From an optimization exercise on the open Yosys and OpenROAD flow, aimed at small area; shortcuts taken in it are not production practice.
Only simulation tests tie the RTL to the original design; equivalence was not proved.
Power figures rest on the tool's default switching activity, not on a simulated workload.

**design/flow/design.v**
```verilog
`timescale 1ns / 1ps
module ROM(
    input [4:0] address,
    output [5:0] data
    );
	localparam [31:0] ROW0 = 32'b10001000010010001000000010000000;
	localparam [31:0] ROW1 = 32'b11011101101100111110010010001011;
	localparam [31:0] ROW2 = 32'b10000100101000001010001111110100;
	localparam [31:0] ROW3 = 32'b11010001110011101010001010101000;
	localparam [31:0] ROW4 = 32'b11010111101100101011110010001000;
	localparam [31:0] ROW5 = 32'b11111011110010101101100011001000;
	assign data[0] = ROW0[address];
	assign data[1] = ROW1[address];
	assign data[2] = ROW2[address];
	assign data[3] = ROW3[address];
	assign data[4] = ROW4[address];
	assign data[5] = ROW5[address];
endmodule
`timescale 1ns / 1ps
module Clk_Div #(
	parameter W = 4,
	parameter [W-1:0] TAPS = 0,
	parameter [W-1:0] S0 = 1,
	parameter [W-1:0] TERM = 0,
	parameter [W-1:0] MASK = 0,
	parameter [W-1:0] DIFF = 0
	)(
	input clk,
	input reset,
	output tick
	);
	localparam [W-1:0] POL = {((W+1)/2){2'b10}};
	reg [W-1:0] r;
	wire [W-1:0] s = r ^ POL;
	assign tick = ((s ^ TERM) & MASK) == {W{1'b0}};
	wire fb = ^(s & TAPS);
	wire [W-1:0] nxt = {s[W-2:0], fb};
	wire [W-1:0] ld = {W{reset}} | (DIFF & {W{tick}});
	always @(posedge clk)
		r <= (ld & (S0 ^ POL)) | (~ld & (nxt ^ POL));
endmodule
`timescale 1ns / 1ps
module MainSound(
    input clk,
    input reset,
    input [5:0] teclas,
    input t2,
    output [5:0] sample
    );
	reg [3:0] p16;
	always @(posedge clk)
		if (reset) p16 <= 4'd0;
		else p16 <= p16 + {3'd0, t2};
	wire t8 = t2 & p16[0] & p16[1];
	wire t16 = t8 & p16[2];
	wire t32 = t16 & p16[3];
	wire t3;
	Clk_Div #(.W(2), .TAPS(2'd3), .S0(2'd1), .TERM(2'd2), .MASK(2'd1), .DIFF(2'd0)) c3(.clk(clk), .reset(reset), .tick(t3));
	wire t5;
	Clk_Div #(.W(3), .TAPS(3'd5), .S0(3'd5), .TERM(3'd3), .MASK(3'd3), .DIFF(3'd2)) c5(.clk(clk), .reset(reset), .tick(t5));
	wire t7;
	Clk_Div #(.W(3), .TAPS(3'd5), .S0(3'd1), .TERM(3'd4), .MASK(3'd3), .DIFF(3'd0)) c7(.clk(clk), .reset(reset), .tick(t7));
	wire t11;
	Clk_Div #(.W(4), .TAPS(4'd9), .S0(4'd1), .TERM(4'd12), .MASK(4'd3), .DIFF(4'd8)) c11(.clk(clk), .reset(reset), .tick(t11));
	wire t13;
	Clk_Div #(.W(4), .TAPS(4'd9), .S0(4'd13), .TERM(4'd7), .MASK(4'd7), .DIFF(4'd2)) c13(.clk(clk), .reset(reset), .tick(t13));
	wire t17;
	Clk_Div #(.W(5), .TAPS(5'd18), .S0(5'd22), .TERM(5'd9), .MASK(5'd22), .DIFF(5'd4)) c17(.clk(clk), .reset(reset), .tick(t17));
	wire t31;
	Clk_Div #(.W(5), .TAPS(5'd18), .S0(5'd1), .TERM(5'd16), .MASK(5'd15), .DIFF(5'd0)) c31(.clk(clk), .reset(reset), .tick(t31));
	wire t37;
	Clk_Div #(.W(6), .TAPS(6'd33), .S0(6'd7), .TERM(6'd34), .MASK(6'd28), .DIFF(6'd2)) c37(.clk(clk), .reset(reset), .tick(t37));
	wire t43;
	Clk_Div #(.W(6), .TAPS(6'd33), .S0(6'd24), .TERM(6'd14), .MASK(6'd45), .DIFF(6'd4)) c43(.clk(clk), .reset(reset), .tick(t43));
	wire t83;
	Clk_Div #(.W(7), .TAPS(7'd68), .S0(7'd19), .TERM(7'd89), .MASK(7'd39), .DIFF(7'd32)) c83(.clk(clk), .reset(reset), .tick(t83));
	wire t113;
	Clk_Div #(.W(7), .TAPS(7'd65), .S0(7'd1), .TERM(7'd80), .MASK(7'd47), .DIFF(7'd32)) c113(.clk(clk), .reset(reset), .tick(t113));
	wire t127;
	Clk_Div #(.W(7), .TAPS(7'd65), .S0(7'd1), .TERM(7'd64), .MASK(7'd63), .DIFF(7'd0)) c127(.clk(clk), .reset(reset), .tick(t127));
	wire t157;
	Clk_Div #(.W(8), .TAPS(8'd149), .S0(8'd223), .TERM(8'd107), .MASK(8'd205), .DIFF(8'd8)) c157(.clk(clk), .reset(reset), .tick(t157));
	wire t269;
	Clk_Div #(.W(9), .TAPS(9'd264), .S0(9'd479), .TERM(9'd487), .MASK(9'd231), .DIFF(9'd16)) c269(.clk(clk), .reset(reset), .tick(t269));
	wire t353;
	Clk_Div #(.W(9), .TAPS(9'd264), .S0(9'd153), .TERM(9'd324), .MASK(9'd127), .DIFF(9'd16)) c353(.clk(clk), .reset(reset), .tick(t353));
	wire t359;
	Clk_Div #(.W(9), .TAPS(9'd272), .S0(9'd410), .TERM(9'd477), .MASK(9'd127), .DIFF(9'd32)) c359(.clk(clk), .reset(reset), .tick(t359));
	wire t383;
	Clk_Div #(.W(9), .TAPS(9'd264), .S0(9'd443), .TERM(9'd205), .MASK(9'd495), .DIFF(9'd32)) c383(.clk(clk), .reset(reset), .tick(t383));
	wire t419;
	Clk_Div #(.W(9), .TAPS(9'd264), .S0(9'd461), .TERM(9'd238), .MASK(9'd383), .DIFF(9'd16)) c419(.clk(clk), .reset(reset), .tick(t419));
	wire t499;
	Clk_Div #(.W(9), .TAPS(9'd264), .S0(9'd494), .TERM(9'd511), .MASK(9'd510), .DIFF(9'd16)) c499(.clk(clk), .reset(reset), .tick(t499));
	wire t529;
	Clk_Div #(.W(10), .TAPS(10'd516), .S0(10'd1008), .TERM(10'd248), .MASK(10'd471), .DIFF(10'd512)) c529(.clk(clk), .reset(reset), .tick(t529));
	wire t593;
	Clk_Div #(.W(10), .TAPS(10'd516), .S0(10'd536), .TERM(10'd524), .MASK(10'd755), .DIFF(10'd512)) c593(.clk(clk), .reset(reset), .tick(t593));
	wire t839;
	Clk_Div #(.W(10), .TAPS(10'd516), .S0(10'd220), .TERM(10'd106), .MASK(10'd1022), .DIFF(10'd8)) c839(.clk(clk), .reset(reset), .tick(t839));
	wire t1999;
	Clk_Div #(.W(11), .TAPS(11'd1026), .S0(11'd1457), .TERM(11'd730), .MASK(11'd1535), .DIFF(11'd4)) c1999(.clk(clk), .reset(reset), .tick(t1999));
	wire t2239;
	Clk_Div #(.W(12), .TAPS(12'd2179), .S0(12'd412), .TERM(12'd1230), .MASK(12'd3767), .DIFF(12'd2048)) c2239(.clk(clk), .reset(reset), .tick(t2239));
	reg [1:0] q9;
	wire l9 = q9[1];
	wire t9 = t3 & l9;
	always @(posedge clk)
		if (reset | t9) q9 <= 2'd0;
		else q9 <= q9 + {1'd0, t3};
	reg [8:0] q2375;
	wire l2375 = q2375[1] & q2375[3] & q2375[4] & q2375[6] & q2375[7] & q2375[8];
	wire t2375 = t5 & l2375;
	always @(posedge clk)
		if (reset | t2375) q2375 <= 9'd0;
		else q2375 <= q2375 + {8'd0, t5};
	reg [6:0] q1331;
	wire l1331 = q1331[3] & q1331[4] & q1331[5] & q1331[6];
	wire t1331 = t11 & l1331;
	always @(posedge clk)
		if (reset | t1331) q1331 <= 7'd0;
		else q1331 <= q1331 + {6'd0, t11};
	reg [31:0] o;
	wire d0 = t2 & t3 & t499;   
	wire d1 = t499;   
	wire d2 = t529;   
	wire d3 = t16 & t5 & t7;   
	wire d4 = t593;   
	wire d5 = t17 & t37;   
	wire d6 = t2 & t9 & t37;   
	wire d7 = t2 & t353;   
	wire d8 = t9 & t83;   
	wire d9 = t8 & t9 & t11;   
	wire d10 = t839;   
	wire d11 = t8 & t3 & t37;   
	wire d12 = t2 & t3 & t157;   
	wire d13 = t2 & t499;   
	wire d14 = t2 & t529;   
	wire d15 = t32 & t5 & t7;   
	wire d16 = t2 & t593;   
	wire d17 = t3 & t419;   
	wire d18 = t1331;   
	wire d19 = t17 & t83;   
	wire d20 = t2 & t9 & t83;   
	wire d21 = t2 & t7 & t113;   
	wire d22 = t3 & t13 & t43;   
	wire d23 = t16 & t3 & t37;   
	wire d24 = t7 & t269;   
	wire d25 = t1999;   
	wire d26 = t2 & t3 & t383;   
	wire d27 = t2239;   
	wire d28 = t2375;   
	wire d29 = t7 & t359;   
	wire d30 = t3 & t7 & t127;   
	wire d31 = t7 & t13 & t31;   
	always @(posedge clk)
		if (reset) o <= 32'd0;
		else o <= o ^ {d31, d30, d29, d28, d27, d26, d25, d24, d23, d22, d21, d20, d19, d18, d17, d16, d15, d14, d13, d12, d11, d10, d9, d8, d7, d6, d5, d4, d3, d2, d1, d0};
	reg [5:0] sel_q;
	wire take = ~teclas[5] | (teclas[4:0] == 5'd0);
	wire [5:0] s = take ? teclas : sel_q;
	reg lvl;
	wire lvl_n = (s == 6'd0) ? lvl : o[s[4:0]];
	wire step = lvl_n & ~lvl;
	reg [4:0] addr;
	wire addr_fb = addr[4] ^ addr[1] ^ (addr[3:0] == 4'd0);
	reg played;
	wire [5:0] rom_q;
	ROM samples_rom(addr, rom_q);
	assign sample = played ? rom_q : 6'd0;
	always @(posedge clk)
		if (reset)
		begin
			sel_q <= 6'd0;
			lvl <= 1'b0;
			addr <= 5'd14;
			played <= 1'b0;
		end
		else
		begin
			sel_q <= s;
			lvl <= lvl_n;
			if (step)
			begin
				addr <= {addr[3:0], addr_fb};
				played <= 1'b1;
			end
		end
endmodule
`timescale 1ns / 1ps
module Logica_VGA(
	input clock,
	input reset,
	input [5:0] tecla,
	output [2:0] RGB,
	output H_sync,
	output V_sync,
	output t2
	);
	reg [6:0] r2;
	reg [4:0] q;
	reg [1:0] m;
	reg [7:0] l;
	reg pressed;
	wire qlast = q[4] & q[2];                                    
	wire rwrap = qlast ? (r2[5] & r2[2] & r2[1] & r2[0])         
	                   : (r2[6] & r2[3] & r2[2] & r2[0]);        
	wire [6:0] r2_n = rwrap ? 7'd0 : r2 + 7'd1;
	wire [4:0] q_n = rwrap ? (qlast ? 5'd0 : q + 5'd1) : q;
	wire vinc = qlast & (r2[3:0] == 4'hF) & ~r2[4];              
	wire lwrap = m[1] ? (l[5] & l[3] & l[2])                     
	                  : (l[7] & l[6] & l[5] & l[3] & l[2] & l[1] & l[0]);  
	wire valid = tecla[5] ? (tecla[4:0] == 5'd0) : (tecla[4:0] != 5'd0);
	wire [4:0] ti = tecla[4:0] - 5'd1;
	wire match = valid & (q_n[3:0] == ti[3:0]) & (ti[4] == m[0]);
	always @(posedge clock)
		if (r2[0])
			pressed <= match;
	always @(posedge clock)
		if (reset)
		begin
			r2 <= 7'd17;
			q <= 5'd20;
			m <= 2'd2;
			l <= 8'd32;
		end
		else
		begin
			r2 <= r2_n;
			q <= q_n;
			if (vinc)
			begin
				l <= lwrap ? 8'd0 : l + 8'd1;
				if (lwrap)
					m <= m[1] ? 2'd0 : m + 2'd1;
			end
		end
	wire rows = ~m[1] & ~(l[7] & l[6] & (l[5] | (l[4] & l[3])));   
	wire lit = ~q[4] & ~r2[6] & rows;
	assign RGB = {lit, lit & ~pressed, lit};
	assign H_sync = ~((q == 5'd16 && r2 >= 7'd40) || q == 5'd17 || (q == 5'd18 && r2 < 7'd76));
	assign V_sync = ~(m[0] & (l == 8'd237 || l == 8'd238));       
	assign t2 = ~r2[0];
endmodule
`timescale 1ns / 1ps
module Piano_VGA(
	input clk50mhz,
	input reset,
	input [5:0] tecla,
	output [2:0] RGB,
	output H_sync,
	output V_sync,
	output t2
	);
	Logica_VGA vga_logic (clk50mhz, reset, tecla, RGB, H_sync, V_sync, t2);
endmodule
`timescale 1ns / 1ps
module Main_Piano_VGA(
	input clock,
	input reset,
	input [5:0] teclas,
	output H_sync,
	output V_sync,
	output [2:0]RGB,
	output [5:0]sound4
	);
	wire t2;
	Piano_VGA vga(clock, reset, teclas, RGB, H_sync, V_sync, t2);
	MainSound sound(clock, reset, teclas, t2, sound4);
endmodule
```
**design/flow/config.mk**
```make
export PLATFORM = sky130hd
export DESIGN_NAME = Main_Piano_VGA
export DESIGN_NICKNAME = Main_Piano_VGA
export VERILOG_FILES = /design/flow/design.v
export SDC_FILE = /design/flow/constraint.sdc
export NUM_CORES = 4
export LEC_CHECK = 0
export CAP_MARGIN = 20
export CORE_MARGIN = 2
export CORE_UTILIZATION = 70
export SLEW_MARGIN = 20
```
**design/flow/flow/run.sh**
```bash
#!/bin/bash
export CTS_ARGS="-sink_clustering_enable -repair_clock_nets -dont_use_dummy_load -buf_list sky130_fd_sc_hd__clkbuf_8 -root_buf sky130_fd_sc_hd__clkbuf_8 -sink_clustering_buffer sky130_fd_sc_hd__clkbuf_16 -sink_clustering_levels 1 -sink_clustering_size 34 -sink_clustering_max_diameter 90"
export BUFFER_PORTS_ARGS="-buffer_cell sky130_fd_sc_hd__buf_1"
bash standard.sh > standard.log 2>&1
```
**design/flow/constraint.sdc**
```tcl
create_clock -name core_clock -period 20.0 [get_ports {clock}]
set_input_delay 4.0000 -clock core_clock [delete_from_list [all_inputs] [get_ports {clock}]]
set_output_delay 4.0000 -clock core_clock [all_outputs]
set_load 0.01 [all_outputs]
```
**design/flow/standard.sh**
```bash
#!/bin/bash
# synth_recipe.tcl (not shown) runs the flow's synth.tcl, then flattens the netlist and writes it again
# the make line also repeats each setting of config.mk as NAME=value (left out here)
make -C /OpenROAD-flow-scripts/flow DESIGN_CONFIG=/design/flow/config.mk WORK_HOME=/design/flow/orfs CLKGATE_MAP_FILE= SYNTH_SCRIPT=/design/flow/synth_recipe.tcl "${@:-finish}"
```
==> impl_results.md, run 1 <==
- Status: complete, no violations
- Total GRT Usage: 0.2367
- Top cell type's share of synthesized area: 0.5630
- Critical path class: primary input to flop
- DR WL/cell: 14.65 um
- Slew Viols, Final: 0
- DRC Markers: 0
- Fin worst setup slack: 12830 ps
- CTS Buf Count: 11
- DRT iter0 DRCs: 543
- Fin. Hold Viols: 0
- Critical path's slowest cell: ha_1
- # nets final: 981
- Worst skew pair latency: 490 ps
- Clock buffer depth: 3
- Hold Path Class: flop to flop
- Syn avg cell area: 9.731 um^2
- Vias in the first global route: 6053
- Worst-Margin Slew: 848.0 ps
- Met2 Usage GRT: 0.4064
- Die X: 119.6 um
- Crit-path max cell delay: 630 ps
- Gr busiest metal: met2
- Die ar.: 14300 um^2
- CP Max Fanout: 17
- Post-synth net total: 990
- Commonest cells in the netlist: 263 x dfxtp_1, 172 x nor2_1, 125 x nand2_1
- Antenna-violating nets left: 0
- Top delay family on crit path: multiplexers
- Clock sink count: 264
- Total Neg Setup Slack: 0 ps
- Max Fclk: 139.5 MHz
- Overflow after GRT: 0
- Largest net degree at the start of global routing: 74
- Initial Util: 0.7118
- Share of cells above drive strength 1: 0.02947
- M3 GR Usage: 0.02329
- Routed vias: 6320
- Top FF cell, synth: dfxtp_1
- TritonCTS clock tree: yes
- Postcts setup bufs: 0
- Setup Skew: 21.14 ps
- Crit start category: primary input
- GPL Wtd Cong: 0.8928
- Root Driver: clkbuf_8
- Crit path DAT: 7560 ps
- Yosys warning total: 26
- Final Cycle Share: 0.3584
- Worst VDD drop: 88.97 uV
- Worst path bufs/invs: 2
- Pre-CTS WS: 12320 ps
- Sequential element share of the synthesized area: 0.5662
- Synth area leaders: dfxtp_1 56%, nor2_1 6.9%, nand2_1 5.0%
- Most used cell, CP: ha_1
- Post-layout minimum cycle time: 7169 ps
- Leak: 3.875 nW
- Worst rel slew slack: 0.4347
- Hold buffer count at cts: 0
- Routing usage on met1: 0.3336
- Area delta synth->final: 3.880%
- Netlist Area Pre-Place: 9351 um^2
- Via/cell ratio: 5.613
- Total Wirelength: 16500 um
- Total core area: 13140 um^2
- CP endpoint kind: flop
- Die Y: 119.6 um
- Pwr dens: 89.75 nW/um^2
- FFs w/ async S/R, synth: 0
- Placed Cells: 1115
- Post-synth top area cell: dfxtp_1
- Antenna diodes: 0
- Number of synthesized flops with an enable pin: 1
- Synth Register Bits: 264
- Site row count: 42
- Worst Path Required: 20390 ps
- Clk slew on worst S/H paths: 120 ps
- DRT Pass-1 Iters: 5
- Initial antenna violation count: 1
- Post-route insts no fill: 1126
- Setup Viol. Count Final: 0
- Number of buffers added on ports: 18
- PostCTS Resize Cnt: 0
- Dpl hpwl: 11500 um
- Unrepaired setup endpoints after global routing: no
- H-Tree Depth: 1
- Max-capacitance violation count: 0
- First-pass GRT wire length: 28400 um
- Count leader, synth: dfxtp_1
- Worst path cell trace: buf_1 > inv_1 > ha_1 > nand3b_1 > ha_1 > mux2i_4 > mux2i_1 > o22ai_1 > a211oi_1 > or4_4 > a211oi_4 > mux2_4
- Post-Synthesis Cells: 961
- # IOs: 19
- Library cells used by synthesis: 61
==> flip-flops by register name (all words and copies together), names as in the netlist, 8 cells and up <==
signal / count
sound.c157.r: 8
sound.c419.r: 9
sound.c359.r: 9
sound.c593.r: 10
sound.q2375: 9
vga.vga_logic.l: 8
sound.c529.r: 10
sound.c383.r: 9
sound.c353.r: 9
sound.c1999.r: 11
sound.o: 32
sound.c269.r: 9
sound.c2239.r: 12
sound.c839.r: 10
sound.c499.r: 9
==> layout by cell type (no fill, tap or decap), types with 19 or more instances in the layout <==
cell	synthesis	final
a21oi_1	19	19
inv_1	24	24
xor2_1	49	49
nand2_1	125	125
ha_1	21	21
xnor2_1	38	38
dfxtp_1	263	263
nand3_1	31	31
nor2_1	172	172
nor3_1	19	19
==> stage by stage <==
step | utilization | hold slack [ps] | instance area [um^2] | power (W)
2_1_floorplan | - | 351.7 | 9351 | 0.0006367
3_3_place_gp | 0.7210 | 354.0 | 9473 | 0.0006475
3_5_place_dp | 0.7210 | 359.1 | 9473 | 0.0006534
4_1_cts | 0.7394 | 381.4 | 9714 | 0.0008780
5_1_grt | 0.7394 | 397.4 | 9714 | 0.0009072
6_report | 0.7394 | 372.5 | 9714 | 0.0008718
==> per-layer routing <==
| layer | vias up | share of wire |
|---|---|---|
| met3 | 15 | 0.035 |
| met5 | - | 0 |
| met4 | 0 | 0.0082 |
| met1 | 3043 | 0.48 |
| met2 | 119 | 0.48 |
| li1 | 3143 | - |
==> worst register-to-register path, cell delays in order (launching register included) <==
cell and delay (ps):
dfxtp_1 620, ha_1 280, nand3_1 150, nor3_1 630, nor3b_1 630, or2_2 300
a211oi_1 60
==> cells by family after synthesis <==
family / synth area share
multiplexers: 0.03813
buffers and inverters: 0.02984
adder cells (fa/ha/maj): 0.02810
flip-flops: 0.5662
AND/OR/NAND/NOR: 0.2098
XOR/XNOR: 0.08148
AO/OA/AOI/OAI: 0.04643
==> layout make-up <==
cell class	count	area, um^2
multi-input cells	630	3777
clock buffers	11	241.5
repair buffers	20	86.33
well taps	176	220.2
fillers	991	3423
flip-flops and latches	264	5295
inverters	25	93.84
==> where the power goes <==
part | internal (W) | switching [W]
registers | 0.000555 | 0.0000216
clock network | 0.0000869 | 0.000143
logic | 0.0000287 | 0.0000368
total | 0.000670 | 0.000202
==> final timing paths <==
check / startpoint / end / slack, ps / cells after the start
worst max-delay path: teclas[0] / sound.addr[0] / 12830 / 12
worst min-delay path: sound.c43.r[4] / sound.c43.r[5] / 370 / 1
worst max register to register: vga.vga_logic.r2[0] / vga.vga_logic.l[1] / 17210 / 6
worst min register to register: sound.c43.r[4] / sound.c43.r[5] / 370 / 1
==> run 2, diff against run 1 <==
==> design/flow/flow/run.sh (replaced) <==
#!/bin/bash
export CTS_ARGS="-sink_clustering_enable -repair_clock_nets -dont_use_dummy_load -buf_list sky130_fd_sc_hd__clkbuf_8 -root_buf sky130_fd_sc_hd__clkbuf_8 -sink_clustering_buffer sky130_fd_sc_hd__clkbuf_16 -sink_clustering_levels 1 -sink_clustering_size 36 -sink_clustering_max_diameter 100"
export BUFFER_PORTS_ARGS="-buffer_cell sky130_fd_sc_hd__buf_1"
bash standard.sh > standard.log 2>&1
==> run 2 against run 1 <==
Still clean. First-iteration DRC count is 15% lower. Count of clock-buffer cells in the layout unchanged. Clock power is essentially flat. Synthesized cell count stayed put. Final cell count did not move. Register-to-register slack hardly changed.
==> impl_results.md, run 2 <==
- CTS Buf Count: 11
- Clock Power Share: 0.265
- Die Y: 119.6 um
- Yosys warning total: 26
- Xor and xnor fraction of the mapped netlist area: 0.08148
- Hold path depth: 1
- Initial antenna violation count: 1
- Antenna diodes: 0
- Placed instance area: 9473 um^2
- Compound-Gate Fraction of Synth Area: 0.04643
- Slew Viols, Final: 0
- Crit start category: primary input
- Postcts setup bufs: 0
- Commonest non-fill, non-tap cell in the layout: dfxtp_1
- CP startpoint: teclas[0]
- Logic pwr share: 0.075
- Sequential Power Share: 0.660
- Worst path cell trace: buf_1 > inv_1 > ha_1 > nand3b_1 > ha_1 > mux2i_4 > mux2i_1 > o22ai_1 > a211oi_1 > or4_4 > a211oi_4 > mux2_4
- Die ar.: 14300 um^2
- Main combinational cell family by area after synthesis: simple AND/OR/NAND/NOR gates
- Area delta synth->final: 3.880%
- Register with the most flip-flops: sound.o
- Crit. path cell count: 12
- Reg-to-Reg Start: vga.vga_logic.r2[0]
- Dpl hpwl: 11500 um
- Routed vias: 6299
- Number of synthesized flops with an enable pin: 1
- DRT iter0 DRCs: 461
- Clock buffer depth: 3
- Critical path class: primary input to flop
- Worst-Margin Slew: 853.0 ps
- Top delay family on crit path: multiplexers
- Total Wirelength: 16540 um
- Worst Path Required: 20400 ps
- H-Tree Depth: 1
- Top cell type's share of synthesized area: 0.5630
- Sequential element share of the synthesized area: 0.5662
- Worst VDD drop: 92.80 uV
- PostCTS Resize Cnt: 0
- Clk slew on worst S/H paths: 120 ps
- Total core area: 13140 um^2
- Synth area leaders: dfxtp_1 56%, nor2_1 6.9%, nand2_1 5.0%
- Switching share of power: 0.2320
- Worst skew pair latency: 500 ps
- Library cells used by synthesis: 61
- Unrepaired setup endpoints after global routing: no
- Post-layout minimum cycle time: 7156 ps
- Post-synth net total: 990
- Top Registers: sound.o x32, sound.c2239.r x12, sound.c1999.r x11
- Max FFs per register: 32
- Status: complete, no violations
- CP Max Fanout: 17
- Final Cycle Share: 0.3578
- Mux cell area share after synthesis: 0.03813
- Cells on worst reg2reg path: 6
- Number of buffers added on ports: 18
- Largest net degree at the start of global routing: 74
- Vias in the first global route: 6000
- Simple-Gate Fraction of Synth Area: 0.2098
- Design area: 9714 um^2
- Fin worst setup slack: 12840 ps
- DRC Markers: 0
- Hold Path Class: flop to flop
- Synth Area in Adders: 0.02810
- Hold buffer count at cts: 0
- First-pass GRT wire length: 28430 um
- Most frequent cells in the layout: 263 x dfxtp_1, 172 x nor2_1, 125 x nand2_1
- Synth Register Bits: 264
- Overflow after GRT: 0
- Via/cell ratio: 5.594
- Commonest cells in the netlist: 263 x dfxtp_1, 172 x nor2_1, 125 x nand2_1
- Max Fclk: 139.7 MHz
- TritonCTS clock tree: yes
- Critical path's slowest cell: ha_1
- GPL Wtd Cong: 0.8928
- Site row count: 42
- Antenna-violating nets left: 0
- Pwr dens: 89.83 nW/um^2
- CP endpoint kind: flop
- Post-synth top area cell: dfxtp_1
- DR WL/cell: 14.69 um
- Total GRT Usage: 0.2378
- Fin. Hold Viols: 0
- Worst rel slew slack: 0.4314
- Worst Min Path Start: sound.c419.r[7]
- Root Driver: clkbuf_8
- Die X: 119.6 um
- Worst path bufs/invs: 2
- Leak: 3.875 nW
- Max-capacitance violation count: 0
- FFs w/ async S/R, synth: 0
- Initial Util: 0.7118
- Int Power: 0.0006702 W
- Total Neg Setup Slack: 0 ps
- Crit-path max cell delay: 630 ps
- Sw Pwr: 0.0002024 W
- Clock sink count: 264
- Netlist Area Pre-Place: 9351 um^2
- # IOs: 19
- Top FF cell, synth: dfxtp_1
- Syn avg cell area: 9.731 um^2
- Count leader, synth: dfxtp_1
- Pre-CTS WS: 12320 ps
- Setup Viol. Count Final: 0
- DRT Pass-1 Iters: 5
- # nets final: 981
- Post-Synthesis Cells: 961
- Most used cell, CP: ha_1
- Crit path DAT: 7560 ps
- Share of cells above drive strength 1: 0.02947
- Setup Skew: 26.85 ps
## run 2: cell counts after synthesis
Identical to the previous run, type by type.
## run 2: cell type report
cell class / instances / area (um^2)
clock buffers: 11 / 241.5
fillers: 984 / 3423
inverters: 25 / 93.84
multi-input cells: 630 / 3777
flip-flops and latches: 264 / 5295
well taps: 176 / 220.2
repair buffers: 20 / 86.33
## run 2: cell families (layout without fill, tap and decap cells)
kind of cell,Yosys count,count (layout)
buf+inv,67,56
xor+xnor,87,87
fa+ha+maj,21,21
mux,24,24
simple gates,430,430
flops,264,264
compound gates,68,68
## run 2: worst paths after layout
path	to	slack, ps
worst max register to register	vga.vga_logic.l[1]	17210
worst min-delay path	sound.c419.r[8]	360
worst max-delay path	sound.addr[0]	12840
worst min register to register	sound.c419.r[8]	360
## run 2: power by group through the flow
stage | registers [W] | logic, W | clock network (W)
detailed placement | 0.000588 | 0.0000656 | 0
floorplan | 0.000578 | 0.0000584 | 0
global placement | 0.000586 | 0.0000618 | 0
finish | 0.000576 | 0.0000654 | 0.000231
global route | 0.000580 | 0.0000744 | 0.000255
CTS | 0.000576 | 0.0000660 | 0.000237
## run 2: worst reg2reg max path, cell delays in order, from the launching register on
cell,delay [ps]
dfxtp_1,620
ha_1,280
nand3_1,150
nor3_1,620
nor3b_1,620
or2_2,300
a211oi_1,60
## run 2: routing by layer
metal	vias to the layer above	wire, um	global-route usage
li1	3143	-	-
met1	3024	7769	0.3362
met2	116	7882	0.4050
met3	16	630	0.02424
met4	0	254	0.03971
met5	-	0	0
## run 2: through the flow
| stage | hold WS, ps | total power, W | util | std cells |
|---|---|---|---|---|
| 2_1_floorplan | 351.7 | 0.0006367 | - | 961 |
| 3_3_place_gp | 354.0 | 0.0006475 | 0.7210 | 1115 |
| 3_5_place_dp | 359.1 | 0.0006534 | 0.7210 | 1115 |
| 4_1_cts | 374.0 | 0.0008792 | 0.7394 | 1126 |
| 5_1_grt | 376.7 | 0.0009093 | 0.7394 | 1126 |
| 6_report | 357.6 | 0.0008726 | 0.7394 | 1126 |
==> run 3, diff against run 2 <==
==> design/flow/flow/run.sh (replaced) <==
#!/bin/bash
export CTS_ARGS="-sink_clustering_enable -repair_clock_nets -dont_use_dummy_load -buf_list sky130_fd_sc_hd__clkbuf_4 -root_buf sky130_fd_sc_hd__clkbuf_4 -sink_clustering_buffer sky130_fd_sc_hd__clkbuf_16 -sink_clustering_levels 1 -sink_clustering_size 34 -sink_clustering_max_diameter 90"
export BUFFER_PORTS_ARGS="-buffer_cell sky130_fd_sc_hd__buf_1"
bash standard.sh > standard.log 2>&1
==> run 3 against run 2 <==
Sequential share of layout area grew 0.091 points. Power down 1.0%. Worst hold slack better by 17 ps. Synthesized cell count stayed put. Synthesized area unchanged. Critical path type unchanged.
==> impl_results.md, run 3 <==
- Status: complete, no violations
- Int Power: 0.0006631 W
- Total Wirelength: 16450 um
- Logic pwr share: 0.076
- Post-Synthesis Cells: 961
- # nets final: 981
- Synth Register Bits: 264
- Initial antenna violation count: 2
- Final Cycle Share: 0.3546
- Number of synthesized flops with an enable pin: 1
- Clock sink count: 264
- Pwr dens: 89.08 nW/um^2
- CP Max Fanout: 17
- Clock Power Share: 0.257
- Crit start category: primary input
- Post-layout minimum cycle time: 7091 ps
- FF/Latch Area: 5295 um^2
- Site row count: 42
- Critical path class: primary input to flop
- Top FF cell, synth: dfxtp_1
- Max Fclk: 141.0 MHz
- Unrepaired setup endpoints after global routing: no
- First-pass GRT wire length: 28340 um
- Top cell type's share of synthesized area: 0.5630
- Sequential Power Share: 0.667
- # IOs: 19
- Overflow after GRT: 0
- TritonCTS clock tree: yes
- Initial Util: 0.7118
- Leak: 3.867 nW
- Worst skew pair latency: 570 ps
- Count leader, synth: dfxtp_1
- Setup Skew: 21.89 ps
- Yosys warning total: 26
- Antenna-violating nets left: 0
- FFs w/ async S/R, synth: 0
- Total GRT Usage: 0.2364
- Top Registers: sound.o x32, sound.c2239.r x12, sound.c1999.r x11
- Largest net degree at the start of global routing: 74
- Fin. Hold Viols: 0
- H-Tree Depth: 1
- CP endpoint kind: flop
- Post-synth top area cell: dfxtp_1
- Syn avg cell area: 9.731 um^2
- Share of cells above drive strength 1: 0.02947
- Total core area: 13140 um^2
- Worst rel slew slack: 0.4308
- DRC Markers: 0
- GPL Wtd Cong: 0.8928
- Die Y: 119.6 um
- PostCTS Resize Cnt: 0
- CTS Buf Count: 11
- Area of the multi-input gates: 3777 um^2
- Postcts setup bufs: 0
- Crit path DAT: 7560 ps
- Register with the most flip-flops: sound.o
- Die ar.: 14300 um^2
- FILL cells: 994
- Clock buffer depth: 3
- Dpl hpwl: 11500 um
- Root Driver: clkbuf_4
- Total Power: 0.0008639 W
- Worst Path Required: 20470 ps
- Routed vias: 6315
- Switching share of power: 0.2324
- Vias in the first global route: 6045
- Via/cell ratio: 5.603
- Sequential element share of the synthesized area: 0.5662
- Worst-Margin Slew: 853.7 ps
- Library cells used by synthesis: 61
- Commonest cells in the netlist: 263 x dfxtp_1, 172 x nor2_1, 125 x nand2_1
- Slew Viols, Final: 0
- DR WL/cell: 14.59 um
- Setup Viol. Count Final: 0
- Worst VDD drop: 88.71 uV
- Area delta synth->final: 3.706%
- Hold buffer count at cts: 0
- Post-synth net total: 990
- Max FFs per register: 32
- Netlist Area Pre-Place: 9351 um^2
- Total Neg Setup Slack: 0 ps
- Clk slew on worst S/H paths: 120 ps
- Hold Path Class: flop to flop
- Die X: 119.6 um
- Max-capacitance violation count: 0
- Commonest non-fill, non-tap cell in the layout: dfxtp_1
- Number of buffers added on ports: 18
- R2R setup slack: 17230 ps
- DRT Pass-1 Iters: 5
- Sw Pwr: 0.0002008 W
- Synth area leaders: dfxtp_1 56%, nor2_1 6.9%, nand2_1 5.0%
- Most frequent cells in the layout: 263 x dfxtp_1, 172 x nor2_1, 125 x nand2_1
- DRT iter0 DRCs: 451
## run 3: changes by cell type in the layout (fill, tap and decap cells not counted)
cell / before / now
clkbuf_4: 1 / 4
diode_2: 0 / 1
clkbuf_8: 3 / 0
## run 3: power groups by stage
| stage | logic (W) | registers [W] | clock network, W |
|---|---|---|---|
| finish | 0.0000656 | 0.000576 | 0.000222 |
| global route | 0.0000744 | 0.000580 | 0.000245 |
| CTS | 0.0000661 | 0.000576 | 0.000228 |
| detailed placement | 0.0000656 | 0.000588 | 0 |
| global placement | 0.0000618 | 0.000586 | 0 |
| floorplan | 0.0000584 | 0.000578 | 0 |
## run 3: logic make-up (layout without fill, tap and decap cells)
kind of cell	count (synthesis)	after routing	share of synthesized area
adders and majority gates	21	21	0.02810
AOI/OAI and AO/OA	68	68	0.04643
buffers and inverters	67	56	0.02984
and+or+nand+nor	430	430	0.2098
other	0	1	0
muxes	24	24	0.03813
DFF	264	264	0.5662
xor gates and xnor gates	87	87	0.08148
## run 3: cell type report
class	instances	share of cell area
Antenna cell	1	0.0002580
Clock buffer	11	0.02296
Inverter	25	0.009676
Multi-Input combinational cell	630	0.3895
Sequential cell	264	0.5460
Tap cell	176	0.02271
Timing Repair Buffer	20	0.008902
## run 3: critical path: stages
cell      delay [ps]
buf_1            230
inv_1            110
ha_1             200
nand3b_1          80
ha_1             630
mux2i_4          590
mux2i_1          140
o22ai_1          160
a211oi_1          70
or4_4            580
a211oi_4         430
mux2_4           330
## run 3: layer usage
layer	track usage	wire (um)	up-vias	part of all wire
li1	-	-	3150	-
met5	0	0	-	0
met3	0.02281	481	17	0.029
met2	0.4054	7819	100	0.48
met1	0.3333	7985	3048	0.49
met4	0.03824	161	0	0.0098
## run 3: path summary, 6_finish.rpt
check                  endpoint           startpoint  cells past startpoint
min              sound.c43.r[5]       sound.c43.r[4]                      1
max               sound.addr[0]            teclas[0]                     12
max reg2reg  vga.vga_logic.l[1]  vga.vga_logic.r2[0]                      6
min reg2reg      sound.c43.r[5]       sound.c43.r[4]                      1
## run 3: metrics by stage
stage	area, um^2	worst slack (ps)	cells	utilization	hold WS [ps]
final	9698	12910	1127	0.7382	374.8
after global routing	9698	12680	1127	0.7382	397.5
after CTS	9696	12940	1126	0.7380	381.5
after detailed placement	9473	12320	1115	0.7210	359.1
after global placement	9473	12460	1115	0.7210	354.0
after floorplan	9351	13250	961	-	351.7
==> run 4, diff against run 3 <==
==> design/flow/flow/run.sh (replaced) <==
#!/bin/bash
# The standard layout (standard.sh, standard synthesis included) with two
# changes:
# - clock tree synthesis without dummy loads, with one level of sink
#   clusters of up to 34 flip-flops within 90 um on clkbuf_16, and clkbuf_4
#   above them;
# - the smallest buffer (buf_1) on the input and output ports.
export CTS_ARGS="-sink_clustering_enable -repair_clock_nets -dont_use_dummy_load -buf_list sky130_fd_sc_hd__clkbuf_4 -root_buf sky130_fd_sc_hd__clkbuf_4 -sink_clustering_buffer sky130_fd_sc_hd__clkbuf_16 -sink_clustering_levels 1 -sink_clustering_size 34 -sink_clustering_max_diameter 90"
export BUFFER_PORTS_ARGS="-buffer_cell sky130_fd_sc_hd__buf_1"
bash standard.sh > standard.log 2>&1
==> run 4 against run 3 <==
Synthesized cell count is the same. Register-to-register slack is essentially flat. Sequential share of layout area is the same. Global-route usage is the same. Fmax is the same. Flip-flop and latch count is the same. First-iteration DRC count is the same. Worst hold slack is the same. Cell area is the same. Clock skew is the same. Non-clock buffer count is the same. Utilization is the same.
==> impl_results.md, run 4 <==
- Status: complete, no violations
- Fin. Hold Viols: 0
- DRT Pass-1 Iters: 5
- Hold slack: 374.8 ps
- Critical path class: primary input to flop
- Crit path DAT: 7560 ps
- Hold Path Class: flop to flop
- Leak: 3.867 nW
- Critical path's slowest cell: ha_1
- Via/cell ratio: 5.603
- WHS Endpoint: sound.c43.r[5]
- Total Power: 0.0008639 W
- DR WL/cell: 14.59 um
- Count leader, synth: dfxtp_1
- Register with the most flip-flops: sound.o
- Share of cells above drive strength 1: 0.02947
- Top cell type's share of synthesized area: 0.5630
- Worst Min Path Start: sound.c43.r[4]
- Crit-path max cell delay: 630 ps
- Site row count: 42
- Hold path depth: 1
- Cells on worst reg2reg path: 6
- Area delta synth->final: 3.706%
- Worst Path Required: 20470 ps
- Most frequent cells in the layout: 263 x dfxtp_1, 172 x nor2_1, 125 x nand2_1
- Clk slew on worst S/H paths: 120 ps
- DRT iter0 DRCs: 451
- Worst-Margin Slew: 853.7 ps
- FFs w/ async S/R, synth: 0
- Syn avg cell area: 9.731 um^2
- Unrepaired setup endpoints after global routing: no
- Total Neg Setup Slack: 0 ps
- Routed vias: 6315
- Post-synth top area cell: dfxtp_1
- Max-capacitance violation count: 0
- Root Driver: clkbuf_4
- Most used cell, CP: ha_1
- R2R setup slack: 17230 ps
- First-pass GRT wire length: 28340 um
- Setup Skew: 21.89 ps
- Initial antenna violation count: 2
- Reg-to-Reg Start: vga.vga_logic.r2[0]
- Crit start category: primary input
- FF/Latch Area: 5295 um^2
- Antenna-violating nets left: 0
- CP Max Fanout: 17
- Largest net degree at the start of global routing: 74
- Reg-to-reg endpoint: vga.vga_logic.l[1]
- DRC Markers: 0
- Die Y: 119.6 um
- Clock sink count: 264
- Synth area leaders: dfxtp_1 56%, nor2_1 6.9%, nand2_1 5.0%
- Number of synthesized flops with an enable pin: 1
- Crit. path cell count: 12
- Synth Register Bits: 264
- Sequential element share of the synthesized area: 0.5662
- H-Tree Depth: 1
- Die ar.: 14300 um^2
- Worst path cell trace: buf_1 > inv_1 > ha_1 > nand3b_1 > ha_1 > mux2i_4 > mux2i_1 > o22ai_1 > a211oi_1 > or4_4 > a211oi_4 > mux2_4
- Clock buffer depth: 3
- Yosys warning total: 26
- Area of the multi-input gates: 3777 um^2
- Worst VDD drop: 88.71 uV
- Total GRT Usage: 0.2364
- Top delay family on crit path: multiplexers
- Slew Viols, Final: 0
- Post-layout minimum cycle time: 7091 ps
- Post-Synthesis Cells: 961
- Library cells used by synthesis: 61
- Pwr dens: 89.08 nW/um^2
- Top Registers: sound.o x32, sound.c2239.r x12, sound.c1999.r x11
- CTS Buf Count: 11
- # nets final: 981
- Total core area: 13140 um^2
- Total Wirelength: 16450 um
- PostCTS Resize Cnt: 0
- Final Cycle Share: 0.3546
- Worst skew pair latency: 570 ps
- GPL Wtd Cong: 0.8928
- Worst rel slew slack: 0.4308
- Overflow after GRT: 0
- # IOs: 19
- Postcts setup bufs: 0
- Top FF cell, synth: dfxtp_1
- FILL cells: 994
- TritonCTS clock tree: yes
- Netlist Area Pre-Place: 9351 um^2
- Max FFs per register: 32
- Setup Viol. Count Final: 0
- Post-synth net total: 990
- Vias in the first global route: 6045
- Worst path bufs/invs: 2
- Die X: 119.6 um
- Hold buffer count at cts: 0
- Dpl hpwl: 11500 um
- Commonest cells in the netlist: 263 x dfxtp_1, 172 x nor2_1, 125 x nand2_1
- Commonest non-fill, non-tap cell in the layout: dfxtp_1
- CP endpoint kind: flop
- Number of buffers added on ports: 18
- Max Fclk: 141.0 MHz
- Initial Util: 0.7118
-- run 4: cell counts after synthesis --
No cell type changed its count.
-- run 4: cell type report --
class / instances / share of cell area
multi-input cells: 630 / 0.3895
diodes: 1 / 0.0002580
repair buffers: 20 / 0.008902
well taps: 176 / 0.02271
flip-flops and latches: 264 / 0.5460
inverters: 25 / 0.009676
clock buffers: 11 / 0.02296
-- run 4: routing by layer --
metal | up-vias | track usage | part of all wire
met3 | 17 | 0.02281 | 0.029
met1 | 3048 | 0.3333 | 0.49
met4 | 0 | 0.03824 | 0.0098
met5 | - | 0 | 0
met2 | 100 | 0.4054 | 0.48
li1 | 3150 | - | -
-- run 4: kinds of logic (layout without fill, tap and decap cells) --
logic type               after synthesis  in the layout  share of synthesized area
AND/OR/NAND/NOR                      430            430                     0.2098
XOR/XNOR                              87             87                    0.08148
multiplexers                          24             24                    0.03813
other                                  0              1                          0
buffers and inverters                 67             56                    0.02984
AO/OA/AOI/OAI                         68             68                    0.04643
adder cells (fa/ha/maj)               21             21                    0.02810
flip-flops                           264            264                     0.5662
-- run 4: how the worst max path moves through the flow --
stage	startpoint	slack, ps	to
floorplan	teclas[2]	13250	sound.addr[0]
global placement	teclas[0]	12460	sound.addr[0]
detailed placement	teclas[0]	12320	sound.addr[0]
CTS	teclas[0]	12940	sound.addr[0]
global route	teclas[0]	12680	sound.addr[0]
finish	teclas[0]	12910	sound.addr[0]
-- run 4: through the flow --
step                std cells  area [um^2]  setup slack (ps)  utilization
floorplan                 961         9351             13250            -
global placement         1115         9473             12460       0.7210
detailed placement       1115         9473             12320       0.7210
CTS                      1126         9696             12940       0.7380
global route             1127         9698             12680       0.7382
finish                   1127         9698             12910       0.7382
-- run 4: where the power goes --
group	leakage, nW	total [W]	switching [W]	internal (W)
Sequential	2.18	0.000576	0.0000216	0.000555
Clock	0.112	0.000222	0.000142	0.0000797
Combinational	1.58	0.0000656	0.0000368	0.0000287
Total	3.87	0.000864	0.000201	0.000663

-- static timing again, ports no longer ideal --
The results above use ideal ports. As a check the final layouts listed here were re-extracted and re-timed, cells and wires unchanged. Step 1 (the two cells are an assumption about what drives the block):
set clk [get_ports {clock}]
set_driving_cell -lib_cell sky130_fd_sc_hd__clkbuf_16 $clk
set_driving_cell -lib_cell sky130_fd_sc_hd__buf_2 [delete_from_list [all_inputs] $clk]
Step 2 times the ports against the registers' clock, not the clock port: input delays grow and output delays shrink by t, the midpoint of the rising clock arrivals with the driver on. a / b / c = ideal ports / drivers / drivers and shift; a / b = the first two.
run	shift t [ns]	setup slack, ns	worst setup path at the end	worst register clock-pin slew, ns	cell pins on the clock port's net
run 1	0.514	12.831 / 12.842 / 12.328	input to register	0.12 / 0.12	1
run 2	0.522	12.844 / 12.856 / 12.333	input to register	0.12 / 0.12	1
run 3	0.589	12.909 / 12.916 / 12.327	input to register	0.12 / 0.12	1
run 4	0.589	12.909 / 12.916 / 12.327	input to register	0.12 / 0.12	1
After both steps every run listed still meets setup and hold.
